This design comes from an exercise in tuning for small area and a short achievable clock period on the open sky130 flow, not from production work. The RTL was checked by simulation tests, not by an equivalence proof against the original design.

### flow/run.sh
#!/bin/bash
# synth_recipe.tcl (not shown) runs the flow's synth.tcl, then flattens the netlist and writes it again
# the make line also repeats each setting of config.mk as NAME=value (left out here)
make -C /OpenROAD-flow-scripts/flow DESIGN_CONFIG=/design/flow/config.mk WORK_HOME=/design/flow/orfs CLKGATE_MAP_FILE= SYNTH_SCRIPT=/design/flow/synth_recipe.tcl finish
### flow/config.mk
export PLATFORM = sky130hd
export DESIGN_NAME = pcore_exe
export DESIGN_NICKNAME = pcore_exe
export VERILOG_FILES = /design/flow/design.v
export SDC_FILE = /design/flow/constraint.sdc
export NUM_CORES = 4
export LEC_CHECK = 0
export CAP_MARGIN = 20
export CORE_MARGIN = 2
export CORE_UTILIZATION = 40
export SETUP_SLACK_MARGIN = 0.3
export SLEW_MARGIN = 20
### flow/constraint.sdc
create_clock -name core_clock -period 12.0 [get_ports {clk}]
set_input_delay 2.4000 -clock core_clock [delete_from_list [all_inputs] [get_ports {clk}]]
set_output_delay 2.4000 -clock core_clock [all_outputs]
set_load 0.01 [all_outputs]
### flow/design.v
typedef enum logic [16-1:0] {
    MTIME_LOW_R     = 16'hbff8,
    MTIME_HIGH_R    = 16'hbffc,
    MTIMECMP_LOW_R  = 16'h4000,
    MTIMECMP_HIGH_R = 16'h4004
} type_mtime_regs_e;
localparam int unsigned CSR_MTVEC_BASE_ALIGN_VECTOR = 6;
localparam int unsigned CSR_MTVEC_BASE_ALIGN_DIRECT = 2;
localparam int unsigned MODE_BIT = 0;
localparam int unsigned CSR_STVEC_BASE_ALIGN_VECTOR = 6;
localparam int unsigned CSR_STVEC_BASE_ALIGN_DIRECT = 2;
typedef enum logic [11:0] {
    CSR_ADDR_MVENDORID  = 12'hF11,
    CSR_ADDR_MARCHID    = 12'hF12,
    CSR_ADDR_MIMPID     = 12'hF13,
    CSR_ADDR_MHARTID    = 12'hF14,
    CSR_ADDR_MSTATUS    = 12'h300,   
    CSR_ADDR_MISA       = 12'h301,   
    CSR_ADDR_MEDELEG    = 12'h302,   
    CSR_ADDR_MIDELEG    = 12'h303,   
    CSR_ADDR_MIE        = 12'h304,   
    CSR_ADDR_MTVEC      = 12'h305,   
    CSR_ADDR_MCOUNTEREN = 12'h306,   
    CSR_ADDR_MSTATUSH   = 12'h310,   
    CSR_ADDR_MSCRATCH   = 12'h340,   
    CSR_ADDR_MEPC       = 12'h341,   
    CSR_ADDR_MCAUSE     = 12'h342,   
    CSR_ADDR_MTVAL      = 12'h343,   
    CSR_ADDR_MIP        = 12'h344,   
    CSR_ADDR_SSTATUS    = 12'h100,
    CSR_ADDR_SIE        = 12'h104,
    CSR_ADDR_STVEC      = 12'h105,
    CSR_ADDR_SCOUNTEREN = 12'h106,
    CSR_ADDR_SSCRATCH   = 12'h140,
    CSR_ADDR_SEPC       = 12'h141,
    CSR_ADDR_SCAUSE     = 12'h142,
    CSR_ADDR_STVAL      = 12'h143,
    CSR_ADDR_SIP        = 12'h144,
    CSR_ADDR_SATP       = 12'h180,
    CSR_ADDR_PMPCFG0   = 12'h3A0,
    CSR_ADDR_PMPADDR0  = 12'h3B0,
    CSR_ADDR_PMPADDR1  = 12'h3B1,
    CSR_ADDR_PMPADDR2  = 12'h3B2,
    CSR_ADDR_PMPADDR3  = 12'h3B3,
    CSR_ADDR_MCYCLE        = 12'hB00,
    CSR_ADDR_MINSTRET      = 12'hB02,
    CSR_ADDR_MHPMCOUNTER3  = 12'hB03,
    CSR_ADDR_MINSTRETH     = 12'hB82,
    CSR_ADDR_MCYCLEH       = 12'hB80,
    CSR_ADDR_MHPMCOUNTER3H = 12'hB83,
    CSR_ADDR_MCOUNTINHIBIT = 12'h320,
    CSR_ADDR_CYCLE         = 12'hC00,
    CSR_ADDR_TIME          = 12'hC01,
    CSR_ADDR_INSTRET       = 12'hC02,
    CSR_ADDR_CYCLEH        = 12'hC80,
    CSR_ADDR_TIMEH         = 12'hC81,
    CSR_ADDR_INSTRETH      = 12'hC82
} type_csr_addr_e;
localparam int unsigned EXC_CODE_WIDTH = 4;
typedef enum logic [EXC_CODE_WIDTH-1:0] {
    EXC_CODE_INSTR_MISALIGN        = 4'd0,      
    EXC_CODE_INSTR_ACCESS_FAULT    = 4'd1,      
    EXC_CODE_ILLEGAL_INSTR         = 4'd2,      
    EXC_CODE_BREAKPOINT            = 4'd3,      
    EXC_CODE_LD_ADDR_MISALIGN      = 4'd4,      
    EXC_CODE_LD_ACCESS_FAULT       = 4'd5,      
    EXC_CODE_ST_ADDR_MISALIGN      = 4'd6,      
    EXC_CODE_ST_ACCESS_FAULT       = 4'd7,      
    EXC_CODE_ECALL_UMODE           = 4'd8,      
    EXC_CODE_ECALL_SMODE           = 4'd9,      
    EXC_CODE_ECALL_MMODE           = 4'd11,     
    EXC_CODE_INST_PAGE_FAULT       = 4'd12,     
    EXC_CODE_LD_PAGE_FAULT         = 4'd13,     
    EXC_CODE_ST_PAGE_FAULT         = 4'd15,     
    EXC_CODE_NO_EXCEPTION          = 4'd14      
} type_exc_code_e;
localparam int unsigned S_SOFT_INT_IDX  = 1;
localparam int unsigned M_SOFT_INT_IDX  = 3;
localparam int unsigned S_TIMER_INT_IDX = 5;
localparam int unsigned M_TIMER_INT_IDX = 7;
localparam int unsigned S_EXT_INT_IDX   = 9;
localparam int unsigned M_EXT_INT_IDX   = 11;
localparam logic [32-1:0] MIE_SSIP = 1 << S_SOFT_INT_IDX;
localparam logic [32-1:0] MIE_MSIP = 1 << M_SOFT_INT_IDX;
localparam logic [32-1:0] MIE_STIP = 1 << S_TIMER_INT_IDX;
localparam logic [32-1:0] MIE_MTIP = 1 << M_TIMER_INT_IDX;
localparam logic [32-1:0] MIE_SEIP = 1 << S_EXT_INT_IDX;
localparam logic [32-1:0] MIE_MEIP = 1 << M_EXT_INT_IDX;
localparam logic [32-1:0] MIE_MASK = MIE_SSIP | MIE_STIP | MIE_SEIP | MIE_MSIP | MIE_MTIP | MIE_MEIP;
localparam logic [32-1:0] MIP_MASK = MIE_MASK;
localparam logic [32-1:0] SIE_MASK = MIE_SSIP | MIE_STIP | MIE_SEIP;
localparam logic [32-1:0] SIP_MASK = SIE_MASK;
localparam logic [32-1:0] SIE_SSIP = MIE_SSIP;
localparam logic [32-1:0] SIP_SSIP = SIE_SSIP;
localparam int unsigned IRQ_CODE_WIDTH = 4;
typedef enum logic [IRQ_CODE_WIDTH-1:0] {
    IRQ_CODE_NONE       = 4'd0,
    IRQ_CODE_S_SOFTWARE = 4'd1,      
    IRQ_CODE_M_SOFTWARE = 4'd3,      
    IRQ_CODE_S_TIMER    = 4'd5,      
    IRQ_CODE_M_TIMER    = 4'd7,      
    IRQ_CODE_S_EXTERNAL = 4'd9,      
    IRQ_CODE_M_EXTERNAL = 4'd11      
} type_irq_code_e;
typedef enum logic[1:0] {
    PRIV_MODE_M = 2'b11,
    PRIV_MODE_S = 2'b01,
    PRIV_MODE_U = 2'b00
} type_priv_mode_e;
 typedef struct packed {
    logic              sd;      
    logic [7:0]        wpri3;   
    logic              tsr;     
    logic              tw;      
    logic              tvm;     
    logic              mxr;     
    logic              sum;     
    logic              mprv;    
    logic [1:0]        xs;      
    logic [1:0]        fs;      
    type_priv_mode_e   mpp;     
    logic [1:0]        vs;      
    logic              spp;     
    logic              mpie;    
    logic              ube;     
    logic              spie;    
    logic              wpri2;   
    logic              mie;     
    logic              wpri1;   
    logic              sie;     
    logic              wpri0;   
} type_status_reg_s;
localparam logic [32-1:0] STATUS_SIE  = 'h00000002;
localparam logic [32-1:0] STATUS_SPIE = 'h00000020;
localparam logic [32-1:0] STATUS_UBE  = 'h00000040;
localparam logic [32-1:0] STATUS_SPP  = 'h00000100;
localparam logic [32-1:0] STATUS_VS   = 'h00000600;
localparam logic [32-1:0] STATUS_FS   = 'h00006000;
localparam logic [32-1:0] STATUS_XS   = 'h00018000;
localparam logic [32-1:0] STATUS_SUM  = 'h00040000;
localparam logic [32-1:0] STATUS_MXR  = 'h00080000;
localparam logic [32-1:0] STATUS_SD   = 'h80000000;
localparam logic [32-1:0] SSTATUS_READ_MASK  = STATUS_SIE | STATUS_SPIE
                                                | STATUS_UBE | STATUS_SPP
                                                | STATUS_VS  | STATUS_FS
                                                | STATUS_XS  | STATUS_SUM
                                                | STATUS_MXR | STATUS_SD;
localparam logic [32-1:0] SSTATUS_WRITE_MASK = STATUS_SIE | STATUS_SPIE
                                                | STATUS_SPP | STATUS_FS
                                                | STATUS_SUM | STATUS_MXR;
localparam logic [32-1:0] SATP_ASID_MASK  = 'h803FFFFF;
localparam SATP_MODE_WIDTH = 1;
localparam SATP_ASID_WIDTH = 9;
localparam SATP_PPN_WIDTH  = 22;
localparam MODE_SV32       = 1;
typedef struct packed {
    logic [SATP_MODE_WIDTH-1:0] mode;
    logic [SATP_ASID_WIDTH-1:0] asid;
    logic [SATP_PPN_WIDTH-1:0]  ppn;
} type_satp_reg_s;
localparam TVEC_MODE_WIDTH = 2;
localparam TVEC_BASE_WIDTH = 30;
typedef struct packed {
    logic [TVEC_BASE_WIDTH-1:0] base;
    logic [TVEC_MODE_WIDTH-1:0] mode;
} type_tvec_reg_s;
typedef struct packed {
    logic [14:0]                warl7;    
    logic                       uart;
    logic [3:0]                 warl6;
    logic                       meie;     
    logic                       warl5;
    logic                       seie;     
    logic                       warl4;
    logic                       mtie;     
    logic                       warl3;
    logic                       stie;     
    logic                       warl2;
    logic                       msie;     
    logic                       warl1;
    logic                       ssie;     
    logic                       warl0;
} type_mie_reg_s;
typedef struct packed {
    logic [14:0]                warl7;    
    logic                       uart;
    logic [3:0]                 warl6;
    logic                       meip;     
    logic                       warl5;
    logic                       seip;     
    logic                       warl4;
    logic                       mtip;     
    logic                       warl3;
    logic                       stip;     
    logic                       warl2;
    logic                       msip;     
    logic                       warl1;
    logic                       ssip;     
    logic                       warl0;
} type_mip_reg_s;
typedef struct packed {
    logic [14:0]                warl10;    
    logic                       uart;
    logic [3:0]                 warl9;
    logic                       warl8;   
    logic                       warl7;
    logic                       seie;     
    logic                       warl6;
    logic                       warl5;    
    logic                       warl4;
    logic                       stie;     
    logic                       warl3;
    logic                       warl2;    
    logic                       warl1;
    logic                       ssie;     
    logic                       warl0;
} type_sie_reg_s;
typedef struct packed {
    logic [14:0]                warl10;    
    logic                       uart;
    logic [3:0]                 warl9;
    logic                       warl8;   
    logic                       warl7;
    logic                       seip;     
    logic                       warl6;
    logic                       warl5;    
    logic                       warl4;
    logic                       stip;     
    logic                       warl3;
    logic                       warl2;    
    logic                       warl1;
    logic                       ssip;     
    logic                       warl0;
} type_sip_reg_s;
typedef struct packed {
    logic [27:0]               warl1;
    logic                       hpm3;
    logic                       ir;
    logic                       warl0;
    logic                       cy;
} type_mcountinhibit_reg_s;
 typedef enum logic [3:0] {
    AMO_OPS_NONE = '0,
    AMO_OPS_LR,
    AMO_OPS_SC,
    AMO_OPS_SWAP,
    AMO_OPS_ADD,
    AMO_OPS_XOR,
    AMO_OPS_AND,
    AMO_OPS_OR,
    AMO_OPS_MIN,
    AMO_OPS_MAX,
    AMO_OPS_MINU,
    AMO_OPS_MAXU
} type_amo_ops_e;
typedef enum logic [2:0] {
    AMO_IDLE  = 3'h0,
    AMO_LOAD  = 3'h1,
    AMO_OP    = 3'h2,
    AMO_ST    = 3'h3,
    AMO_DONE  = 3'h4
} type_amo_states_e;
typedef struct packed {                            
    type_amo_ops_e                   amo_ops;              
    logic                            is_amo; 
    logic                            amo_flush; 
    logic                            ack;  
} type_lsu2amo_ctrl_s;
typedef struct packed {                            
    logic [32-1:0]                lsu_addr;
    logic [32-1:0]                rs2_operand;
    logic [32-1:0]                r_data; 
} type_lsu2amo_data_s;
typedef struct packed {                      
    logic                            amo_done;      
    logic                            ld_req;     
    logic                            st_req; 
    logic                            rd_wr_req;
} type_amo2lsu_ctrl_s;
typedef struct packed {                            
    logic [32-1:0]                w_data; 
    logic [32-1:0]                amo_wrb_data; 
} type_amo2lsu_data_s;
typedef enum logic [4:0] {
    OPCODE_LOAD_INST      = 5'b00000,
    OPCODE_STORE_INST     = 5'b01000,
    OPCODE_MEM_FENCE_INST = 5'b00011,
    OPCODE_IMM_INST       = 5'b00100,
    OPCODE_AUIPC_INST     = 5'b00101,
    OPCODE_ARITH_INST     = 5'b01100,
    OPCODE_LUI_INST       = 5'b01101,
    OPCODE_BRANCH_INST    = 5'b11000,
    OPCODE_JALR_INST      = 5'b11001,
    OPCODE_JAL_INST       = 5'b11011,
    OPCODE_AMO_INST       = 5'b01011,
    OPCODE_SYSTEM_INST    = 5'b11100
} type_rv_opcode_e;
typedef enum logic {
    ALU_OPR1_PC = '0,        
    ALU_OPR1_REG             
} type_alu_opr1_sel_e;
typedef enum logic {
    ALU_OPR2_IMM = '0,      
    ALU_OPR2_REG            
} type_alu_opr2_sel_e;
typedef enum logic {
    ALU_CMP_OPR2_IMM = '0,  
    ALU_CMP_OPR2_REG        
} type_alu_cmp_opr2_sel_e;
typedef enum logic [3:0] {
    ALU_I_OPS_NONE = '0,    
    ALU_I_OPS_ADD,           
    ALU_I_OPS_SUB,           
    ALU_I_OPS_AND,           
    ALU_I_OPS_OR,            
    ALU_I_OPS_XOR,           
    ALU_I_OPS_SLT,           
    ALU_I_OPS_SLTU,          
    ALU_I_OPS_SLL,           
    ALU_I_OPS_SRL,           
    ALU_I_OPS_SRA,           
    ALU_I_OPS_COPY_OPR1,     
    ALU_I_OPS_COPY_OPR2      
} type_alu_i_ops_e;
typedef enum logic [2:0] {
    ALU_M_OPS_NONE   = '0,    
    ALU_M_OPS_MUL    =  3'b100,         
    ALU_M_OPS_MULHU  =  3'b101,         
    ALU_M_OPS_MULHSU =  3'b110,         
    ALU_M_OPS_MULH   =  3'b111          
} type_alu_m_ops_e;
typedef enum logic [2:0] {
    ALU_D_OPS_NONE   = '0,    
    ALU_D_OPS_DIV    =  3'b100,          
    ALU_D_OPS_DIVU   =  3'b101,          
    ALU_D_OPS_REM    =  3'b110,          
    ALU_D_OPS_REMU   =  3'b111           
} type_alu_d_ops_e;
typedef enum logic [2:0] {
    BR_OPS_NONE = '0,   
    BR_OPS_EQ,           
    BR_OPS_NE,           
    BR_OPS_GE,           
    BR_OPS_GEU,          
    BR_OPS_LT,           
    BR_OPS_LTU           
} type_br_ops_e;
typedef enum logic [2:0] {
    LD_OPS_NONE = '0,
    LD_OPS_LB,
    LD_OPS_LBU,
    LD_OPS_LH,
    LD_OPS_LHU,
    LD_OPS_LW
} type_ld_ops_e;
typedef enum logic [1:0] {
    ST_OPS_NONE = '0,
    ST_OPS_SB,
    ST_OPS_SH,
    ST_OPS_SW
} type_st_ops_e;
typedef enum logic [2:0] {
    RD_WRB_NONE = '0,
    RD_WRB_ALU,                            
    RD_WRB_INC_PC,                         
    RD_WRB_DMEM,                           
    RD_WRB_CSR,                            
    RD_WRB_D_ALU                           
} type_rd_wrb_sel_e;
 typedef enum logic [2:0] {
    SYS_OPS_NONE = '0,
    SYS_OPS_SFENCE_VMA,
    SYS_OPS_SRET,
    SYS_OPS_MRET,
    SYS_OPS_WFI 
} type_sys_ops_e;
 typedef enum logic [1:0] {
    CSR_OPS_NONE = '0,
    CSR_OPS_WRITE,
    CSR_OPS_SET,
    CSR_OPS_CLEAR
} type_csr_ops_e;
typedef enum logic {
    CSR_OPR_REG = '0,        
    CSR_OPR_IMM              
} type_csr_opr_sel_e;
typedef struct packed {                            
    logic [32-1:0]                addr;
    logic                            req; 
} type_if2imem_s;
typedef struct packed {                            
    logic [32-1:0]                r_data;
    logic                            ack;  
} type_imem2if_s;
typedef struct packed {                            
    logic [32-1:0]                instr;
    logic [32-1:0]                pc;
    logic [32-1:0]                pc_next;
    type_exc_code_e                  exc_code;
    logic                            instr_flushed;
} type_if2id_data_s;
typedef struct packed {                            
    logic                            exc_req;
    logic                            irq_req;
} type_if2id_ctrl_s;
typedef struct packed {                            
    logic [32-1:0]                rs1_data;     
    logic [32-1:0]                rs2_data;
    logic [32-1:0]                instr;
    logic [32-1:0]                pc;
    logic [32-1:0]                pc_next;
    logic [32-1:0]                imm;  
    type_exc_code_e                  exc_code;
    logic                            instr_flushed;   
} type_id2exe_data_s;
typedef struct packed {                           
    type_alu_i_ops_e                 alu_i_ops;
    type_alu_m_ops_e                 alu_m_ops;
    type_alu_d_ops_e                 alu_d_ops;
    type_ld_ops_e                    ld_ops;
    type_st_ops_e                    st_ops;
    type_br_ops_e                    branch_ops;
    type_csr_ops_e                   csr_ops;
    type_amo_ops_e                   amo_ops;
    type_sys_ops_e                   sys_ops;
    type_alu_opr1_sel_e              alu_opr1_sel;
    type_alu_opr2_sel_e              alu_opr2_sel;
    type_alu_cmp_opr2_sel_e          alu_cmp_opr2_sel;
    type_csr_opr_sel_e               csr_opr_sel;
    type_rd_wrb_sel_e                rd_wrb_sel;
    logic                            exc_req;
    logic                            rd_wr_req;
    logic                            jump_req;
    logic                            branch_req;
    logic                            fence_i_req;
    logic                            fence_req;
    logic                            irq_req;
} type_id2exe_ctrl_s;
typedef struct packed {                            
    logic [32-1:0]                alu_result;
    logic [32-1:0]                pc_next;
    logic [32-1:0]                rs2_data;
} type_exe2lsu_data_s;
typedef struct packed {  
    logic [4:0]                      rd_addr;                         
    type_rd_wrb_sel_e                rd_wrb_sel;
    type_ld_ops_e                    ld_ops;
    type_st_ops_e                    st_ops;
    type_amo_ops_e                   amo_ops;
    logic                            rd_wr_req;
    logic                            jump_req;
    logic                            branch_req;
    logic                            fence_req;
} type_exe2lsu_ctrl_s;
typedef struct packed {                            
    logic [11:0]                     csr_addr;
    logic [32-1:0]                pc;
    logic [32-1:0]                instr;
    logic [32-1:0]                csr_wdata;  
    type_exc_code_e                  exc_code; 
    logic                            instr_flushed;     
} type_exe2csr_data_s;
typedef struct packed {                           
    type_csr_ops_e                   csr_ops;
    type_sys_ops_e                   sys_ops;
    logic                            exc_req;
    logic                            irq_req;
    logic                            csr_rd_req;
    logic                            csr_wr_req;
    logic                            fence_i_req;
} type_exe2csr_ctrl_s;
typedef struct packed {                           
    type_ld_ops_e                    ld_ops;
    type_st_ops_e                    st_ops;
    logic                            ld_page_fault;
    logic                            st_page_fault;
    logic                            dcache_flush_ack;  
} type_lsu2csr_ctrl_s;
typedef struct packed {                            
    logic [32-1:0]                dbus_addr;
    logic [32-1:0]                pc_next; 
} type_lsu2csr_data_s;
typedef struct packed {                            
    logic [32-1:0]                csr_rdata;     
} type_csr2wrb_data_s;
typedef struct packed { 
    logic [32-1:0]                csr_mhartid;                           
    logic [1:0]                      ext_irq;   
    logic                            timer_irq;   
    logic                            soft_irq; 
    logic                            uart_irq;    
} type_pipe2csr_s;
typedef struct packed {                            
    logic [32-1:0]                alu_result;
    logic [32-1:0]                pc_next;
    logic [32-1:0]                r_data;  
    logic [5-1:0]           rd_addr; 
} type_lsu2wrb_data_s;
typedef struct packed {                           
    type_rd_wrb_sel_e                rd_wrb_sel;
    logic                            rd_wr_req;
} type_lsu2wrb_ctrl_s;
typedef struct packed {                            
    logic [32-1:0]                addr;
    logic [32-1:0]                w_data;
    type_st_ops_e                    st_ops;
    logic                            ld_req;  
    logic                            st_req;  
} type_lsu2dbus_s;
typedef struct packed {                            
    logic [32-1:0]                r_data;
    logic                            ack;  
} type_dbus2lsu_s;
typedef struct packed {                            
    logic [32-1:0]                addr;
    logic [32-1:0]                w_data;
    logic [3:0]                      sel_byte;  
    logic                            w_en;  
    logic                            req;
} type_dbus2peri_s;
typedef struct packed {                            
    logic [32-1:0]                r_data;
    logic                            ack;  
} type_peri2dbus_s;
typedef struct packed {                            
    logic [32-1:0]                pc_new;
} type_exe2if_fb_s;
typedef struct packed {                            
    logic [32-1:0]                pc_new;
    logic                            icache_flush; 
    logic                            irq_req;
} type_csr2if_fb_s;
typedef struct packed {                            
    type_priv_mode_e                 priv_mode;
} type_csr2id_fb_s;
typedef struct packed {                            
    logic [32-1:0]                rd_data;
    logic [5-1:0]           rd_addr;
    logic                            rd_wr_req;  
} type_wrb2id_fb_s;
typedef struct packed {                        
    logic [5-1:0]           rd_addr;
    logic                            rd_wr_req;  
    logic                            lsu_req;
    logic                            lsu_ack;   
} type_lsu2fwd_s;
typedef struct packed {                            
    logic [5-1:0]           rd_addr;
    logic                            rd_wr_req;    
} type_wrb2fwd_s;
typedef struct packed {                            
    logic [5-1:0]           rs1_addr;
    logic [5-1:0]           rs2_addr;
    logic                            new_pc_req;  
    logic                            use_rs1;
    logic                            use_rs2; 
} type_exe2fwd_s;
typedef struct packed {                            
    logic                            new_pc_req; 
    logic                            irq_flush_lsu;
    logic                            wfi_req; 
    logic                            csr_read_req;
} type_csr2fwd_s;
typedef struct packed {  
    logic                            exe_new_pc_req;                            
    logic                            csr_new_pc_req;
    logic                            wfi_req; 
    logic                            if_stall;
} type_fwd2if_s;
typedef struct packed {                            
    logic                            fwd_wrb_rs1;
    logic                            fwd_wrb_rs2; 
    logic                            fwd_lsu_rs1;
    logic                            fwd_lsu_rs2; 
} type_fwd2exe_s;
typedef struct packed {  
    logic                            if2id_pipe_flush; 
    logic                            if2id_pipe_stall;
    logic                            id2exe_pipe_flush;  
    logic                            id2exe_pipe_stall; 
    logic                            exe2lsu_pipe_stall;
    logic                            exe2lsu_pipe_flush;
    logic                            lsu2wrb_pipe_flush; 
    logic                            pipe_fwd_wrb_rs1; 
    logic                            pipe_fwd_wrb_rs2;                          
} type_fwd2ptop_s;
typedef struct packed {  
    logic                            pipe_stall; 
} type_fwd2csr_s;
typedef struct packed {  
    logic                            lsu_flush;                           
} type_fwd2lsu_s;
typedef struct packed {                            
    logic [22-1:0]           satp_ppn;  
    logic                            en_vaddr;
    logic                            en_ld_st_vaddr;
    logic                            mxr; 
    logic                            lsu_flush;  
    logic                            tlb_flush;
    logic                            dcache_flush;
} type_csr2lsu_data_s;
typedef struct packed {                            
    logic [32-1:0]                timer_val_low;  
    logic [32-1:0]                timer_val_high;  
} type_clint2csr_s;
typedef struct packed {                            
    logic [32-1:0]                reg_data;
    logic [5-1:0]           reg_addr;
    logic                            reg_wr_req;  
} type_debug_port_s;
typedef struct packed {                            
    logic [32-1:0]                alu_operand_1;     
    logic [32-1:0]                alu_operand_2; 
    type_alu_d_ops_e                 alu_d_ops;
} type_exe2div_s;
typedef struct packed {                            
    logic                            div_req;
    logic                            div_ack;
} type_div2fwd_s;
typedef struct packed {                            
    logic  [32-1:0]                alu_d_result;   
} type_div2wrb_s;
typedef enum logic [1:0] {
    DIV_IDLE  = 2'h0,
    DIV_START = 2'h1,
    DIV_DONE  = 2'h2
} type_div_states_e;
module execute (
    input   logic                        rst_n,                     
    input   logic                        clk,                       
    input  wire type_id2exe_data_s       id2exe_data_i,
    input  wire type_id2exe_ctrl_s       id2exe_ctrl_i,             
    output type_exe2div_s                exe2div_o,
    output type_exe2lsu_data_s           exe2lsu_data_o,
    output type_exe2lsu_ctrl_s           exe2lsu_ctrl_o,
    output type_exe2csr_data_s           exe2csr_data_o,
    output type_exe2csr_ctrl_s           exe2csr_ctrl_o,
    input wire type_fwd2exe_s            fwd2exe_i,
    output type_exe2fwd_s                exe2fwd_o,    
    output type_exe2if_fb_s              exe2if_fb_o,
    input logic [32-1:0]              lsu2exe_fb_alu_result_i,
    input logic [32-1:0]              wrb2exe_fb_rd_data_i
);
type_id2exe_ctrl_s                   id2exe_ctrl;
type_id2exe_data_s                   id2exe_data;
type_exe2lsu_ctrl_s                  exe2lsu_ctrl;
type_exe2lsu_data_s                  exe2lsu_data;
type_exe2csr_ctrl_s                  exe2csr_ctrl;
type_exe2csr_data_s                  exe2csr_data;
type_exe2div_s                       exe2div;
type_exe2if_fb_s                     exe2if_fb;
type_alu_i_ops_e                     alu_i_operator;
type_br_ops_e                        branch_ops;
type_exe2fwd_s                       exe2fwd;
type_fwd2exe_s                       fwd2exe;
logic [32-1:0]                    lsu2exe_fb_alu_result;
logic [32-1:0]                    wrb2exe_fb_rd_data;
logic [32-1:0]                    operand_rs1_data;
logic [32-1:0]                    operand_rs2_data;
logic  [32-1:0]                   alu_adder_output;
logic  [32-1:0]                   alu_operand_1;
logic  [32-1:0]                   alu_operand_2;
logic  [32-1:0]                   alu_result;
logic  [32-1:0]                   cmp_operand_1;
logic  [32-1:0]                   cmp_operand_2;
logic  [32:0]                     cmp_output;
logic                                cmp_not_zero;
logic                                cmp_neg;
logic                                cmp_overflow;
logic                                branch_res;
logic                                fence_i_req;
logic  [4:0]                         shift_amt;
logic [5-1:0]               rs1_addr;            
logic [5-1:0]               rs2_addr;           
logic [5-1:0]               rd_addr;            
assign alu_i_operator = type_alu_i_ops_e'(id2exe_ctrl_i.alu_i_ops);
assign branch_ops     = type_br_ops_e'(id2exe_ctrl_i.branch_ops);
assign id2exe_ctrl    = id2exe_ctrl_i;
assign id2exe_data    = id2exe_data_i;
assign fence_i_req    = id2exe_ctrl.fence_i_req;
assign rd_addr  = id2exe_data.instr[11:7];
assign rs1_addr = id2exe_data.instr[19:15];
assign rs2_addr = id2exe_data.instr[24:20];
assign lsu2exe_fb_alu_result = lsu2exe_fb_alu_result_i;
assign wrb2exe_fb_rd_data    = wrb2exe_fb_rd_data_i;
assign fwd2exe = fwd2exe_i;
always_comb begin
    case (1'b1)
        fwd2exe.fwd_lsu_rs1 : begin
            operand_rs1_data = lsu2exe_fb_alu_result;
        end
        fwd2exe.fwd_wrb_rs1 : begin
            operand_rs1_data = wrb2exe_fb_rd_data;
        end
        default             : begin
            operand_rs1_data = id2exe_data.rs1_data;
        end
    endcase
end
always_comb begin
    case (1'b1)
        fwd2exe.fwd_lsu_rs2 : begin
            operand_rs2_data = lsu2exe_fb_alu_result;
        end
        fwd2exe.fwd_wrb_rs2 : begin
            operand_rs2_data = wrb2exe_fb_rd_data;
        end
        default             : begin
            operand_rs2_data = id2exe_data.rs2_data;
        end
    endcase
end
assign shift_amt = alu_operand_2[4:0];
always_comb begin
   alu_operand_1 = (id2exe_ctrl.alu_opr1_sel == ALU_OPR1_PC)
                 ? (id2exe_data.pc)                                
                 : (operand_rs1_data);                             
   alu_operand_2 = (id2exe_ctrl.alu_opr2_sel == ALU_OPR2_IMM)
                 ? (id2exe_data.imm)                               
                 : (operand_rs2_data);                             
end
always_comb begin
    alu_adder_output = (alu_i_operator == ALU_I_OPS_ADD)
                     ? (alu_operand_1 + alu_operand_2)    
                     : (alu_operand_1 - alu_operand_2);   
end
assign cmp_operand_1 = operand_rs1_data;
assign cmp_operand_2 = (id2exe_ctrl.alu_cmp_opr2_sel == ALU_CMP_OPR2_IMM)
                     ? id2exe_data.imm 
                     : operand_rs2_data;
assign cmp_output    = {1'b0, cmp_operand_1} - {1'b0, cmp_operand_2};
assign cmp_not_zero  = |cmp_output[32-1:0];
assign cmp_neg       = cmp_output[32-1];
assign cmp_overflow  = (cmp_neg & ~cmp_operand_1[32-1] & cmp_operand_2[32-1]) |
                       (~cmp_neg & cmp_operand_1[32-1] & ~cmp_operand_2[32-1]); 
always_comb begin 
   branch_res = 1'b0;
   case (id2exe_ctrl.branch_ops)
      BR_OPS_EQ:  branch_res = ~cmp_not_zero;
      BR_OPS_NE:  branch_res = cmp_not_zero;
      BR_OPS_LT:  branch_res = (cmp_neg ^ cmp_overflow);
      BR_OPS_LTU: branch_res = cmp_output[32];              
      BR_OPS_GE:  branch_res = ~(cmp_neg ^ cmp_overflow);
      BR_OPS_GEU: branch_res = ~cmp_output[32];             
      default: branch_res = 1'b0;
   endcase
end
always_comb begin
   alu_result = '0;
   case (alu_i_operator)
      ALU_I_OPS_AND : begin
         alu_result = alu_operand_1 & alu_operand_2;
      end
      ALU_I_OPS_OR : begin
         alu_result = alu_operand_1 | alu_operand_2;
      end
      ALU_I_OPS_XOR : begin
         alu_result = alu_operand_1 ^ alu_operand_2;
      end
      ALU_I_OPS_ADD : begin
         alu_result = alu_adder_output;
      end
      ALU_I_OPS_SUB : begin
         alu_result = alu_adder_output;
      end
      ALU_I_OPS_SLL : begin
         alu_result = alu_operand_1 << shift_amt;
      end
      ALU_I_OPS_SRL : begin
         alu_result = alu_operand_1 >> shift_amt;
      end
      ALU_I_OPS_SRA : begin
         alu_result = $signed(alu_operand_1) >>> shift_amt;
      end
      ALU_I_OPS_COPY_OPR1 : begin
         alu_result = alu_operand_1;
      end
      ALU_I_OPS_COPY_OPR2 : begin
         alu_result = alu_operand_2;
      end
      ALU_I_OPS_SLT : begin
         alu_result = 32'({cmp_neg ^ cmp_overflow});
      end
      ALU_I_OPS_SLTU : begin
         alu_result = 32'(cmp_output[32]);
      end
      default : begin 
         alu_result = '0; 
      end
   endcase
end
type_alu_m_ops_e                    alu_m_ops;
logic                               is_opr1_signed;
logic                               is_opr2_signed;
logic                               opr1_sgn;
logic                               opr2_sgn;
logic                               mul_cmd, mul_cmd_hi;
logic signed [32:0]              mul_opr1;
logic signed [32:0]              mul_opr2;
logic signed [2*32-1:0]          mul_output;
logic [32-1:0]                   alu_m_result;
assign alu_m_ops      = type_alu_m_ops_e'(id2exe_ctrl_i.alu_m_ops);
assign mul_cmd        = |alu_m_ops;
assign mul_cmd_hi     = alu_m_ops[1] | alu_m_ops[0];
assign is_opr1_signed = alu_m_ops[1];                
assign is_opr2_signed = alu_m_ops[1] & alu_m_ops[0];
assign opr1_sgn       = is_opr1_signed & alu_operand_1[32-1];
assign opr2_sgn       = is_opr2_signed & alu_operand_2[32-1];
assign mul_opr1 = $signed({opr1_sgn, alu_operand_1});
assign mul_opr2 = $signed({opr2_sgn, alu_operand_2});
assign mul_output = mul_opr1 * mul_opr2; 
assign alu_m_result = mul_cmd_hi ? mul_output[2*32-1:32]
                    : mul_output[32-1:0];
logic                               csr_rd_req;
logic                               csr_wr_req;
always_comb begin
    case (id2exe_ctrl.csr_ops)
        CSR_OPS_WRITE  : begin
            csr_rd_req = |rd_addr;
            csr_wr_req = 1'b1;
        end
        CSR_OPS_SET,
        CSR_OPS_CLEAR  : begin
            csr_rd_req = 1'b1;
            csr_wr_req = |rs1_addr;
        end
        default : begin
            csr_rd_req = 1'b0;
            csr_wr_req = 1'b0;
        end
    endcase
end
assign exe2csr_ctrl.csr_rd_req = csr_rd_req;
assign exe2csr_ctrl.csr_wr_req = csr_wr_req;
assign exe2div.alu_operand_1 = alu_operand_1;
assign exe2div.alu_operand_2 = alu_operand_2;
assign exe2div.alu_d_ops  = id2exe_ctrl.alu_d_ops;
assign exe2lsu_data.alu_result = mul_cmd ? alu_m_result : alu_result;
assign exe2lsu_data.pc_next    = id2exe_data.pc_next;
assign exe2lsu_data.rs2_data   = operand_rs2_data;  
assign exe2lsu_ctrl.rd_addr    = id2exe_data.instr[11:7];
assign exe2lsu_ctrl.rd_wrb_sel = id2exe_ctrl.rd_wrb_sel;
assign exe2lsu_ctrl.ld_ops     = id2exe_ctrl.ld_ops;
assign exe2lsu_ctrl.st_ops     = id2exe_ctrl.st_ops;
assign exe2lsu_ctrl.jump_req   = id2exe_ctrl.jump_req;                          
assign exe2lsu_ctrl.branch_req = id2exe_ctrl.branch_req; 
assign exe2lsu_ctrl.amo_ops    = id2exe_ctrl.amo_ops;
assign exe2lsu_ctrl.fence_req = id2exe_ctrl.fence_req;
assign exe2lsu_ctrl.rd_wr_req  = (|id2exe_ctrl.csr_ops) 
                               ? csr_rd_req 
                               : id2exe_ctrl.rd_wr_req;
assign exe2csr_ctrl.csr_ops    = id2exe_ctrl.csr_ops;
assign exe2csr_ctrl.exc_req    = id2exe_ctrl.exc_req;
assign exe2csr_ctrl.irq_req    = id2exe_ctrl.irq_req;                      
assign exe2csr_ctrl.sys_ops    = id2exe_ctrl.sys_ops;  
assign exe2csr_ctrl.fence_i_req = fence_i_req;                     
assign exe2csr_data.csr_addr   = id2exe_data.instr[31:20];
assign exe2csr_data.pc         = id2exe_data.pc;
assign exe2csr_data.instr      = id2exe_data.instr;
assign exe2csr_data.exc_code   = id2exe_data.exc_code;
assign exe2csr_data.instr_flushed = id2exe_data.instr_flushed;
assign exe2csr_data.csr_wdata = (id2exe_ctrl.csr_opr_sel == CSR_OPR_REG)
                              ? operand_rs1_data                                  
                              : {{32-5{1'b0}}, rs1_addr};             
assign exe2fwd.rs1_addr   = rs1_addr;
assign exe2fwd.rs2_addr   = rs2_addr;
assign exe2fwd.new_pc_req = id2exe_ctrl.jump_req || (id2exe_ctrl.branch_req & branch_res);  
assign exe2fwd.use_rs1 = (id2exe_ctrl.alu_opr1_sel == ALU_OPR1_REG) 
                       | id2exe_ctrl.branch_req;
assign exe2fwd.use_rs2 = (id2exe_ctrl.alu_opr2_sel == ALU_OPR2_REG) 
                       | (|id2exe_ctrl.st_ops)
                       | id2exe_ctrl.branch_req;
assign exe2lsu_ctrl_o  = exe2lsu_ctrl;
assign exe2lsu_data_o  = exe2lsu_data;
assign exe2csr_ctrl_o  = exe2csr_ctrl;
assign exe2csr_data_o  = exe2csr_data;
assign exe2fwd_o       = exe2fwd;
assign exe2div_o       = exe2div;
assign exe2if_fb.pc_new       = {alu_result[31:2], 2'b0};   
assign exe2if_fb_o            = exe2if_fb;                  
endmodule
module pcore_exe (
    input  logic          clk,
    input  logic          rst_n,                  
    input  logic [196:0]  id2exe_data_i,          
    input  logic [40:0]   id2exe_ctrl_i,          
    input  logic [3:0]    fwd2exe_i,              
    input  logic [31:0]   lsu2exe_fb_alu_result_i,
    input  logic [31:0]   wrb2exe_fb_rd_data_i,
    output logic [66:0]   exe2div_o,              
    output logic [95:0]   exe2lsu_data_o,         
    output logic [20:0]   exe2lsu_ctrl_o,         
    output logic [112:0]  exe2csr_data_o,         
    output logic [9:0]    exe2csr_ctrl_o,         
    output logic [12:0]   exe2fwd_o,              
    output logic [31:0]   exe2if_fb_o             
);
type_exe2div_s        exe2div;
type_exe2lsu_data_s   exe2lsu_data;
type_exe2lsu_ctrl_s   exe2lsu_ctrl;
type_exe2csr_data_s   exe2csr_data;
type_exe2csr_ctrl_s   exe2csr_ctrl;
type_exe2fwd_s        exe2fwd;
type_exe2if_fb_s      exe2if_fb;
execute execute_module (
    .rst_n                   (rst_n),
    .clk                     (clk),
    .id2exe_data_i           (type_id2exe_data_s'(id2exe_data_i)),
    .id2exe_ctrl_i           (type_id2exe_ctrl_s'(id2exe_ctrl_i)),
    .exe2div_o               (exe2div),
    .exe2lsu_data_o          (exe2lsu_data),
    .exe2lsu_ctrl_o          (exe2lsu_ctrl),
    .exe2csr_data_o          (exe2csr_data),
    .exe2csr_ctrl_o          (exe2csr_ctrl),
    .fwd2exe_i               (type_fwd2exe_s'(fwd2exe_i)),
    .exe2fwd_o               (exe2fwd),
    .exe2if_fb_o             (exe2if_fb),
    .lsu2exe_fb_alu_result_i (lsu2exe_fb_alu_result_i),
    .wrb2exe_fb_rd_data_i    (wrb2exe_fb_rd_data_i)
);
always_ff @(posedge clk) begin
    if (~rst_n) begin
        exe2div_o      <= '0;
        exe2lsu_data_o <= '0;
        exe2lsu_ctrl_o <= '0;
        exe2csr_data_o <= '0;
        exe2csr_ctrl_o <= '0;
        exe2fwd_o      <= '0;
        exe2if_fb_o    <= '0;
    end else begin
        exe2div_o      <= exe2div;
        exe2lsu_data_o <= exe2lsu_data;
        exe2lsu_ctrl_o <= exe2lsu_ctrl;
        exe2csr_data_o <= exe2csr_data;
        exe2csr_ctrl_o <= exe2csr_ctrl;
        exe2fwd_o      <= exe2fwd;
        exe2if_fb_o    <= exe2if_fb;
    end
end
endmodule
==> run summary <==
height of the die=387 um; number of flops mapped to enable cells by yosys=0; maximum count of clock buffers along a single path=3; largest area contributor in the netlist=sky130_fd_sc_hd__fa_1; DRC violation count after routing=0; DPL Wire Length=262 mm; share of flip-flops with an asynchronous set or reset after synthesis=0; data required time at the worst endpoint=12500 ps; via count=53900; clock tree from TritonCTS=yes; pin count of the biggest net entering global routing=79; share of layout cells above drive strength 1=0.0962; critical path class=in2reg; status=no timing/DRC/antenna violations; TritonCTS buffer count=38; delay contributed by the slowest stage of the critical path=630 ps; std cell rows=140; Routed WL per cell=32.7 um; Hold Buf Count CTS=0; ratio of routed vias to standard cells=5.67; min cycle time layout=11460 ps; class of the tightest hold or removal check=in2reg; Final nets=9296; start point of the worst min-delay path=rst_n; cell mode on critical path=sky130_fd_sc_hd__fa_1; final instance area=71700 sq um; Final GP Congestion=1.07; slowest stage cell, crit path=sky130_fd_sc_hd__clkdlybuf4s50_1; number of unique standard cell types used by synthesis=93; total wire length after detailed routing=311 mm; number of instances in the synthesized netlist=6776; post-place setup slack=-408 ps; final worst setup slack=543 ps; total global routing track utilization=0.413; Hold EP=exe2lsu_data_o[79]; area of the mapped netlist=58800 sq um; Final ANT Viol Nets=0; post-route clock period utilization=0.955; number of search-and-repair iterations in the first detailed-routing pass=6; unrepaired setup endpoints after global routing=false; family of cells with the greatest summed delay on the critical path=adder cells; port buffer count=657; Max Clock Freq=87.3 MHz; instance count along the most critical hold path=2; global-route wire length before repair=436 mm; setup total negative slack=0 ps; proportion of synthesized chip area in sequential cells=0.110; number of antenna violations at the first check in global routing=26; clock edge transition at the registers on the reported setup and hold paths=60 ps; number of global-route vias before repair=56300; number of maximum-capacitance constraint violations=0; largest fanout on the critical path=4; slew margin rel.=0.145; total core area=146000 sq um; sum of buffers and inverters on the critical path=9; placed cell area=70200 sq um; crit path DAT=11960 ps; top-area cell type share of the netlist area=0.384; initial cell density of the core=0.404; synth warn=2; count of final hold-check violations=0; Clock Sinks=323; actual slew at the worst max-slew pin=1270 ps; total setup violations reported at the end of the flow=0; most used standard cells in the synthesized netlist=1179 x sky130_fd_sc_hd__inv_1, 1128 x sky130_fd_sc_hd__fa_1, 978 x sky130_fd_sc_hd__nand2_1, 592 x sky130_fd_sc_hd__nor2_1, 340 x sky130_fd_sc_hd__ha_1; Final Max Tran Viols=0; Remaining Overflow, GRT=0; Area growth, synth to finish=21.9%; Iter 0 DRT Violations=5078; Synth area leaders=sky130_fd_sc_hd__fa_1 38%, sky130_fd_sc_hd__dfxtp_1 11%, sky130_fd_sc_hd__inv_1 7.5%; Top Ports=660; most numerous cell in the Yosys netlist=sky130_fd_sc_hd__inv_1; width of the chip=387 um; root buffer cell=sky130_fd_sc_hd__clkbuf_16; mean instance size in the synthesized netlist=8.68 sq um; Top FF cell, synth=sky130_fd_sc_hd__dfxtp_1; H-tree lvl count=2; total die area=150000 sq um; register bit total from synthesis=323; kind of capture point of the worst setup path=flip-flop; crit start category=input port
==> worst max-delay path by stage <==
stage	end	slack (ps)	start	cells past startpoint
after detailed placement	exe2lsu_data_o[89]	-410	fwd2exe_i[2]	33
after global placement	exe2lsu_data_o[73]	-380	fwd2exe_i[2]	33
after global routing	exe2lsu_data_o[91]	350	fwd2exe_i[2]	32
after floorplan	exe2lsu_data_o[89]	390	fwd2exe_i[3]	35
after CTS	exe2lsu_data_o[73]	470	fwd2exe_i[2]	33
final	exe2lsu_data_o[81]	540	wrb2exe_fb_rd_data_i[31]	33
==> through the flow <==
stage	utilization	hold WS, ps	cells
after floorplan	-	2510	6777
after global placement	0.482	2860	9397
after detailed placement	0.482	2850	9397
after CTS	0.491	2170	9467
after global routing	0.492	2210	9494
final	0.492	2210	9504
==> cells by family after synthesis <==
group	after synthesis	synth area share
buffers and inverters	1640	0.108
xor gates and xnor gates	134	0.0200
adders and majority gates	1468	0.456
muxes	313	0.0551
AOI/OAI and AO/OA	844	0.100
other	1	0.0000638
DFF	323	0.110
and+or+nand+nor	2053	0.150
==> cell type report <==
type / count / area (sq um)
clock buffer: 54 / 1100
inverter: 1201 / 4520
multi-input combinational: 4814 / 46300
tap: 1917 / 2400
clock inverter: 16 / 278
antenna: 37 / 92.6
sequential: 323 / 6470
timing repair buffer: 1142 / 10600
fill: 14200 / 74100
==> state kept, by name, indices dropped and copies added (netlist names) <==
signal          cells
exe2if_fb_o        30
exe2lsu_data_o     96
exe2csr_ctrl_o     10
exe2fwd_o           3
exe2csr_data_o     97
exe2div_o          67
exe2lsu_ctrl_o     20
==> routing by layer <==
layer / vias to the layer above / share of wire / GRT usage / wire length, um
li1: 22700 / - / - / -
met1: 27300 / 0.36 / 0.488 / 113000
met2: 3075 / 0.45 / 0.648 / 138000
met3: 851 / 0.084 / 0.0831 / 26100
met4: 16 / 0.11 / 0.351 / 32800
met5: - / 0.00036 / 0 / 113
==> cells in the final DEF, fill, tap and decap left out, drive strengths merged, types with 95 or more instances in the layout <==
| cell type | count |
|---|---|
| nand2 | 978 |
| a21oi | 161 |
| o21ai | 183 |
| buf | 492 |
| ha | 340 |
| xnor2 | 95 |
| nor2 | 592 |
| mux2i | 249 |
| clkdlybuf4s50 | 649 |
| inv | 1190 |
| fa | 1128 |
| and2 | 155 |
| dfxtp | 323 |
==> timing repair <==
item,in CTS,in global routing
gates resized for setup,2,4
buffers inserted,0,0
pin swaps,0,0
setup endpoints to repair,5,7
cloned,0,0

what the ideal ports hide:
In the flow no input, the clock included, has a driving cell. The finished layout below was timed again as built, in two steps.
Step 1: set_driving_cell puts a clkbuf_16 on clk and a buf_2 on each other input, an assumption about the parent block.
Step 2 moves the port delays by t, midway between the first and last clock arrival at a register: inputs arrive t later, outputs are due t later. That takes back most of the time a late clock gives input paths.
Slacks: ideal ports / drivers / drivers and shift; pairs: ideal ports / drivers.
t (ns): 0.714
slack for setup (ns): 0.543 / 0.602 / -0.113
worst data-port slew with drivers (ns): 0.25
With both steps, setup timing fails in this run, where it was met with ideal ports. The setup slack of this run moves by +0.059 ns with the drivers and by -0.656 ns with both steps.
